This is an optimization exercise on Yosys and OpenROAD, whose aim is small area, not a production implementation. The RTL was checked by simulation tests, not by an equivalence proof against the original design. The clock input has no modelled driver; a real chip could not lean on it and would need a root buffer or a full tree. No activity file was given, so power comes from the tool's default toggle rates.

Setup of old:
// top
module top (
    input  logic       clk,
    input  logic       n_reset,
    input  logic [3:0] filas_raw,
    output logic [6:0] d,
    output logic [3:0] a,
    output logic [3:0] columnas,
    output logic [3:0] led
);
Size: ~620 cells after synthesis, roughly 25 I/O pins.
export LEC_CHECK = 0
export CAP_MARGIN = 20
export CORE_MARGIN = 2
export CORE_UTILIZATION = 70
export SLEW_MARGIN = 20
create_clock -name core_clock -period 12.0 [get_ports {clk}]
standard.sh (not shown) runs the stock make flow with config.mk's settings and CLKGATE_MAP_FILE= SYNTH_SCRIPT=/design/flow/synth_recipe.tcl, a recipe that flattens the netlist after the stock synthesis.
==> flow/flow/run.sh <==
#!/bin/bash
# Layout flow: the standard synthesis, then the combinational logic of
# the synthesized netlist is re-mapped by ABC for area (flip-flops untouched,
# same names and cell types), then the standard layout from floorplan on.
set -euo pipefail
HERE=$(pwd)
RES=$HERE/orfs/results/sky130hd/top/base
LIB=$FLOW_HOME/platforms/sky130hd/lib/sky130_fd_sc_hd__tt_025C_1v80.lib

# 1. standard synthesis (netlist only)
bash standard.sh $RES/1_2_yosys.v > synth_standard.log 2>&1
cp $RES/1_2_yosys.v $HERE/std_netlist.v

# 2. re-map combinational logic: ABC (&deepsyn then &nf) from 12 random
#    seeds, 4 at a time; the smallest netlist by cell area is kept
SEQ=$(tr '\n' ' ' < flow/seq_cells.txt)
for S in 1 2 3 4 5 6 7 8 9 10 11 12; do
  sed "s/@SEED@/$S/" flow/resynth.abc > resynth_$S.abc
  cat > resynth_$S.ys <<EOY
read_liberty -ignore_miss_func $LIB
blackbox $SEQ
read_verilog $HERE/std_netlist.v
hierarchy -top top
flatten
opt -full
abc -liberty $LIB -script $HERE/resynth_$S.abc -dont_use *lpflow* -dont_use *probe* -dont_use *diode* -dont_use *clkdly* -dont_use *dlygate*
opt_clean -purge
hilomap -singleton -hicell sky130_fd_sc_hd__conb_1 HI -locell sky130_fd_sc_hd__conb_1 LO
stat -liberty $LIB
write_verilog -noattr -nohex -nodec $HERE/resynth_$S.v
EOY
  yosys -s resynth_$S.ys > resynth_$S.log 2>&1 &
  if (( S % 4 == 0 )); then wait; fi
done
wait
BEST=""; BESTA=""
for S in 1 2 3 4 5 6 7 8 9 10 11 12; do
  A=$(grep "Chip area for module" resynth_$S.log | tail -1 | awk '{print $NF}')
  echo "seed $S area $A" >> resynth_pick.log
  if [[ -n "$A" && -s resynth_$S.v ]] && { [[ -z "$BESTA" ]] || awk "BEGIN{exit !($A < $BESTA)}"; }; then BEST=$S; BESTA=$A; fi
done
echo "picked seed $BEST area $BESTA" >> resynth_pick.log
cp resynth_$BEST.v $RES/1_2_yosys.v

# 3. standard layout on the re-mapped netlist, with the port buffer cell
#    from flow/port_buf.txt and the clock tree of flow/cts_hook.tcl
PORT_BUF=$(cat flow/port_buf.txt)
bash standard.sh "PRE_CTS_TCL=$HERE/flow/cts_hook.tcl" "BUFFER_PORTS_ARGS=-buffer_cell $PORT_BUF" finish > layout.log 2>&1
Other scripts of this flow, unchanged in this note and not shown: flow/flow/cts_cfg.txt, flow/flow/cts_hook.tcl, flow/flow/my_cts.tcl, flow/flow/port_buf.txt, flow/flow/resynth.abc, flow/flow/seq_cells.txt
old was carried through to the last stage, and its layout satisfied the timing, design-rule and antenna checks.
#### Input delta (new over old)
Settings: SLEW_MARGIN changed from 20 to 0; CAP_MARGIN changed from 20 to 0.
[summary]
- As far as sequential power is concerned, old and new perform about the same.
- Compared with old, new ends up with a smaller final cell area.
- Compared new against old; hold slack within noise.
- On combinational power, new and old are basically level.
- new has completed all stages; timing, DRC and antenna checks passed.
No run of this note takes its clock network from TritonCTS; it comes from the design's own scripts or RTL.

violet:
top, a different RTL version from the one above (not shown whole).
For scale: about 610 cells after synthesis, about 25 I/O pins, about 0.0064 mm² of cells after synthesis.
Design top, start of the top module:
module top (
    input  logic       clk,
    input  logic       n_reset,
    input  logic [3:0] filas_raw,
    output logic [6:0] d,
    output logic [3:0] a,
    output logic [3:0] columnas,
    output logic [3:0] led
);
clock: 12.0 ns
lec_check: 0
cap_margin: 20
core_margin: 2
core_utilization: 70
slew_margin: 20
==> flow/flow/run.sh <==
#!/bin/bash
# Layout flow: the standard synthesis, then the combinational logic of
# the synthesized netlist is re-mapped by ABC for area (flip-flops untouched,
# same names and cell types), then the standard layout from floorplan on.
set -euo pipefail
HERE=$(pwd)
RES=$HERE/orfs/results/sky130hd/top/base
LIB=$FLOW_HOME/platforms/sky130hd/lib/sky130_fd_sc_hd__tt_025C_1v80.lib

# 1. standard synthesis (netlist only)
bash standard.sh $RES/1_2_yosys.v > synth_standard.log 2>&1
cp $RES/1_2_yosys.v $HERE/std_netlist.v

# 2. re-map combinational logic: ABC (&deepsyn then &nf) from 4 random
#    seeds in parallel; the smallest netlist by cell area is kept
SEQ=$(tr '\n' ' ' < flow/seq_cells.txt)
for S in 1 2 3 4; do
  sed "s/@SEED@/$S/" flow/resynth.abc > resynth_$S.abc
  cat > resynth_$S.ys <<EOY
read_liberty -ignore_miss_func $LIB
blackbox $SEQ
read_verilog $HERE/std_netlist.v
hierarchy -top top
flatten
opt -full
abc -liberty $LIB -script $HERE/resynth_$S.abc -dont_use *lpflow* -dont_use *probe* -dont_use *diode* -dont_use *clkdly* -dont_use *dlygate*
opt_clean -purge
hilomap -singleton -hicell sky130_fd_sc_hd__conb_1 HI -locell sky130_fd_sc_hd__conb_1 LO
stat -liberty $LIB
write_verilog -noattr -nohex -nodec $HERE/resynth_$S.v
EOY
  yosys -s resynth_$S.ys > resynth_$S.log 2>&1 &
done
wait
BEST=""; BESTA=""
for S in 1 2 3 4; do
  A=$(grep "Chip area for module" resynth_$S.log | tail -1 | awk '{print $NF}')
  echo "seed $S area $A" >> resynth_pick.log
  if [[ -n "$A" && -s resynth_$S.v ]] && { [[ -z "$BESTA" ]] || awk "BEGIN{exit !($A < $BESTA)}"; }; then BEST=$S; BESTA=$A; fi
done
echo "picked seed $BEST area $BESTA" >> resynth_pick.log
cp resynth_$BEST.v $RES/1_2_yosys.v

# 3. standard layout on the re-mapped netlist, with the port buffer cell
#    from flow/port_buf.txt and the clock tree of flow/cts_hook.tcl
PORT_BUF=$(cat flow/port_buf.txt)
bash standard.sh "PRE_CTS_TCL=$HERE/flow/cts_hook.tcl" "BUFFER_PORTS_ARGS=-buffer_cell $PORT_BUF" finish > layout.log 2>&1
==> flow/flow/cts_cfg.txt <==
8 sky130_fd_sc_hd__buf_8 sky130_fd_sc_hd__clkbuf_4
==> flow/flow/cts_hook.tcl <==
# PRE_CTS_TCL hook: builds the clock tree with my_cts_build (my_cts.tcl)
# instead of TritonCTS, then finishes the CTS step as ORFS's cts.tcl does
# (legalize, timing repair, write 4_1_cts.odb / 4_cts.sdc) and exits.
source [file join [file dirname [info script]] my_cts.tcl]
set cfg [split [string trim [read [open [file join [file dirname [info script]] cts_cfg.txt]]]]]
my_cts_build {*}$cfg
set_propagated_clock [all_clocks]
estimate_parasitics -placement
set_placement_padding -global \
  -left $::env(CELL_PAD_IN_SITES_DETAIL_PLACEMENT) \
  -right $::env(CELL_PAD_IN_SITES_DETAIL_PLACEMENT)
detailed_placement
estimate_parasitics -placement
repair_timing_helper
detailed_placement
check_placement -verbose
report_clock_skew
orfs_write_db $::env(RESULTS_DIR)/4_1_cts.odb
orfs_write_sdc $::env(RESULTS_DIR)/4_cts.sdc
exit
==> flow/flow/my_cts.tcl <==
# Clock tree built here instead of TritonCTS: the flip-flops are split into
# NLEAF groups by position (k-means) and each group gets one clock buffer
# placed at its centre; the clock port drives the NLEAF buffers. Every
# flip-flop is one buffer away from the port.
proc my_cts_build { nleaf master_name {root_name ""} } {
  set block [ord::get_db_block]
  set db [ord::get_db]
  set clk_net [$block findNet clk]
  set master [$db findMaster $master_name]
  set sinks {}
  foreach it [$clk_net getITerms] { lappend sinks $it }
  set n [llength $sinks]
  set xs {}; set ys {}
  foreach it $sinks {
    set b [[$it getInst] getBBox]
    lappend xs [expr {([$b xMin] + [$b xMax]) / 2.0}]
    lappend ys [expr {([$b yMin] + [$b yMax]) / 2.0}]
  }
  # k-means, seeded by sorting along x then y
  set order [lsort -real -indices $xs]
  set cx {}; set cy {}
  for {set k 0} {$k < $nleaf} {incr k} {
    set i [lindex $order [expr {int(($k + 0.5) * $n / $nleaf)}]]
    lappend cx [lindex $xs $i]; lappend cy [lindex $ys $i]
  }
  # balanced k-means: each group takes at most ceil(n/nleaf) flip-flops,
  # points are given to centres in order of increasing distance
  set cap [expr {($n + $nleaf - 1) / $nleaf}]
  for {set iter 0} {$iter < 30} {incr iter} {
    set pairs {}
    for {set i 0} {$i < $n} {incr i} {
      for {set k 0} {$k < $nleaf} {incr k} {
        set dx [expr {[lindex $xs $i] - [lindex $cx $k]}]
        set dy [expr {[lindex $ys $i] - [lindex $cy $k]}]
        lappend pairs [list [expr {$dx*$dx + $dy*$dy}] $i $k]
      }
    }
    set pairs [lsort -real -index 0 $pairs]
    for {set k 0} {$k < $nleaf} {incr k} { set sc($k) 0; set sx($k) 0.0; set sy($k) 0.0 }
    for {set i 0} {$i < $n} {incr i} { set a($i) -1 }
    set left $n
    foreach p $pairs {
      if {$left == 0} break
      lassign $p d i k
      if {$a($i) >= 0 || $sc($k) >= $cap} continue
      set a($i) $k; incr sc($k); incr left -1
      set sx($k) [expr {$sx($k) + [lindex $xs $i]}]
      set sy($k) [expr {$sy($k) + [lindex $ys $i]}]
    }
    set cx {}; set cy {}
    for {set k 0} {$k < $nleaf} {incr k} {
      lappend cx [expr {$sx($k) / max(1, $sc($k))}]; lappend cy [expr {$sy($k) / max(1, $sc($k))}]
    }
  }
  set asg {}
  for {set i 0} {$i < $n} {incr i} { lappend asg $a($i) }
  set drv_net $clk_net
  if {$root_name ne ""} {
    set rinst [odb::dbInst_create $block [$db findMaster $root_name] "clkbuf_root"]
    set rnet [odb::dbNet_create $block "clknet_root"]
    $rnet setSigType CLOCK
    [$rinst findITerm A] connect $clk_net
    [$rinst findITerm X] connect $rnet
    set mx 0.0; set my 0.0
    for {set k 0} {$k < $nleaf} {incr k} { set mx [expr {$mx + [lindex $cx $k] / $nleaf}]; set my [expr {$my + [lindex $cy $k] / $nleaf}] }
    $rinst setLocation [expr {int($mx)}] [expr {int($my)}]
    $rinst setPlacementStatus PLACED
    set drv_net $rnet
  }
  for {set k 0} {$k < $nleaf} {incr k} {
    set inst [odb::dbInst_create $block $master "clkbuf_leaf_$k"]
    set net [odb::dbNet_create $block "clknet_leaf_$k"]
    $net setSigType CLOCK
    [$inst findITerm A] connect $drv_net
    [$inst findITerm X] connect $net
    $inst setLocation [expr {int([lindex $cx $k])}] [expr {int([lindex $cy $k])}]
    $inst setPlacementStatus PLACED
    set leafnet($k) $net
  }
  for {set i 0} {$i < $n} {incr i} {
    set it [lindex $sinks $i]
    $it disconnect
    $it connect $leafnet([lindex $asg $i])
  }
  $clk_net setSigType CLOCK
  for {set k 0} {$k < $nleaf} {incr k} { puts "my_cts: leaf $k sinks $sc($k)" }
}
Other scripts of this flow, unchanged in this note and not shown: flow/flow/port_buf.txt, flow/flow/resynth.abc, flow/flow/seq_cells.txt
violet ran to completion and came out clean on the timing, design-rule and antenna checks.
Modified inputs, fjord compared to violet
-- flow/flow/run.sh --
<<< violet, line 14
# 2. re-map combinational logic: ABC (&deepsyn then &nf) from 4 random
#    seeds in parallel; the smallest netlist by cell area is kept
>>> fjord, line 14
# 2. re-map combinational logic: ABC (&deepsyn then &nf) from 8 random
#    seeds, 4 at a time; the smallest netlist by cell area is kept
<<< violet, line 17
for S in 1 2 3 4; do
>>> fjord, line 17
for S in 1 2 3 4 5 6 7 8; do
<<< violet, line 33
>>> fjord, line 33
  if [[ $S == 4 ]]; then wait; fi
<<< violet, line 36
for S in 1 2 3 4; do
>>> fjord, line 37
for S in 1 2 3 4 5 6 7 8; do
==> flow/flow/cts_cfg.txt <==
sky130_fd_sc_hd__buf_12 sky130_fd_sc_hd__clkbuf_4 122 5 9
-- flow/flow/cts_hook.tcl --
<<< violet, line 4
>>> fjord, line 4
# cts_cfg.txt: leaf buffer, root buffer, slew target (ps, estimated with
# placement parasitics), fewest and most leaves. The fewest leaves whose
# estimated worst clock-pin slew meets the target are used.
<<< violet, line 5
set cfg [split [string trim [read [open [file join [file dirname [info script]] cts_cfg.txt]]]]]
my_cts_build {*}$cfg
>>> fjord, line 8
set f [open [file join [file dirname [info script]] cts_cfg.txt]]
lassign [split [string trim [read $f]]] leaf_buf root_buf target nl_min nl_max
close $f
<<< violet, line 8
>>> fjord, line 12
for {set nl $nl_min} {$nl <= $nl_max} {incr nl} {
  my_cts_build $nl $leaf_buf $root_buf
  detailed_placement
  set w [my_cts_worst_slew]
  puts "my_cts: $nl leaves, estimated worst clock-pin slew $w ps"
  if {$w <= $target || $nl == $nl_max} break
  my_cts_undo
}
-- flow/flow/my_cts.tcl --
<<< violet, line 88
>>> fjord, line 88

# Undo my_cts_build: every flip-flop back on the clock port net, the
# buffers and their nets removed.
proc my_cts_undo { } {
  set block [ord::get_db_block]
  set clk_net [$block findNet clk]
  foreach inst [$block getInsts] {
    set name [$inst getName]
    if {![string match "clkbuf_leaf_*" $name] && $name ne "clkbuf_root"} continue
    set onet [[$inst findITerm X] getNet]
    if {$onet ne "NULL"} {
      foreach it [$onet getITerms] {
        if {[$it getInst] eq $inst} continue
        $it disconnect
        $it connect $clk_net
      }
    }
    odb::dbInst_destroy $inst
    if {$onet ne "NULL"} { odb::dbNet_destroy $onet }
  }
}

# Worst slew (ps) at any flip-flop clock pin, with placement parasitics.
proc my_cts_worst_slew { } {
  estimate_parasitics -placement
  set worst 0
  foreach pin [all_registers -clock_pins -edge_triggered] {
    foreach e {rise fall} {
      foreach a {min max} {
        set ps [expr {[sta::time_ui_sta [get_property $pin slew_${a}_$e]] * 1e12}]
        if {$ps > $worst} { set worst $ps }
      }
    }
  }
  return $worst
}
--- outcome ---
In summary, fjord completed successfully, with a layout that passed the timing, design-rule and antenna checks. fjord vs. violet: largest fanout on the critical path picked up an extra 1, total placed cells including tap cells neither gained nor lost much, cell area lost about 0.65%. Route | fjord vs violet | wire longer in fjord. The final reports for fjord and violet show critical path depth higher in the former. Power across fjord and violet: no real change. Net count after synthesis essentially unchanged between fjord and violet. Of fjord and violet, the higher half-perimeter wire length of the detailed placement result belongs to fjord. Row global-route usage: fjord higher / violet lower. In fjord, source-to-sink clock delay at the later pin of the worst-skew pair is lower than in violet.
No run of this note takes its clock network from TritonCTS; it comes from the design's own scripts or RTL.

[port drivers added, routing unchanged]
Ports are ideal in the flow. The routed layouts listed here were re-timed in OpenROAD.
Step 1 (the two cells are an assumption about what drives the block):
set clk [get_ports {clk}]
set_driving_cell -lib_cell sky130_fd_sc_hd__clkbuf_16 $clk
set_driving_cell -lib_cell sky130_fd_sc_hd__buf_2 [delete_from_list [all_inputs] $clk]
Step 2 also shifts input and output timing later by t, the mid clock arrival at the registers, as if the neighbouring blocks saw the same clock.
Slacks: ideal ports / drivers / drivers and shift; pairs: ideal ports / drivers.
run	t, ns	setup WS [ns]	worst data-port slew with drivers (ns)	pins driven straight from the clock port
old	0.490	4.878 / 4.878 / 4.878	0.03	1
new	0.491	4.887 / 4.887 / 4.887	0.03	1
violet	0.533	5.258 / 5.258 / 5.258	0.03	1
fjord	0.504	4.664 / 4.664 / 4.664	0.04	1
After both steps setup and hold are still met in every run listed.
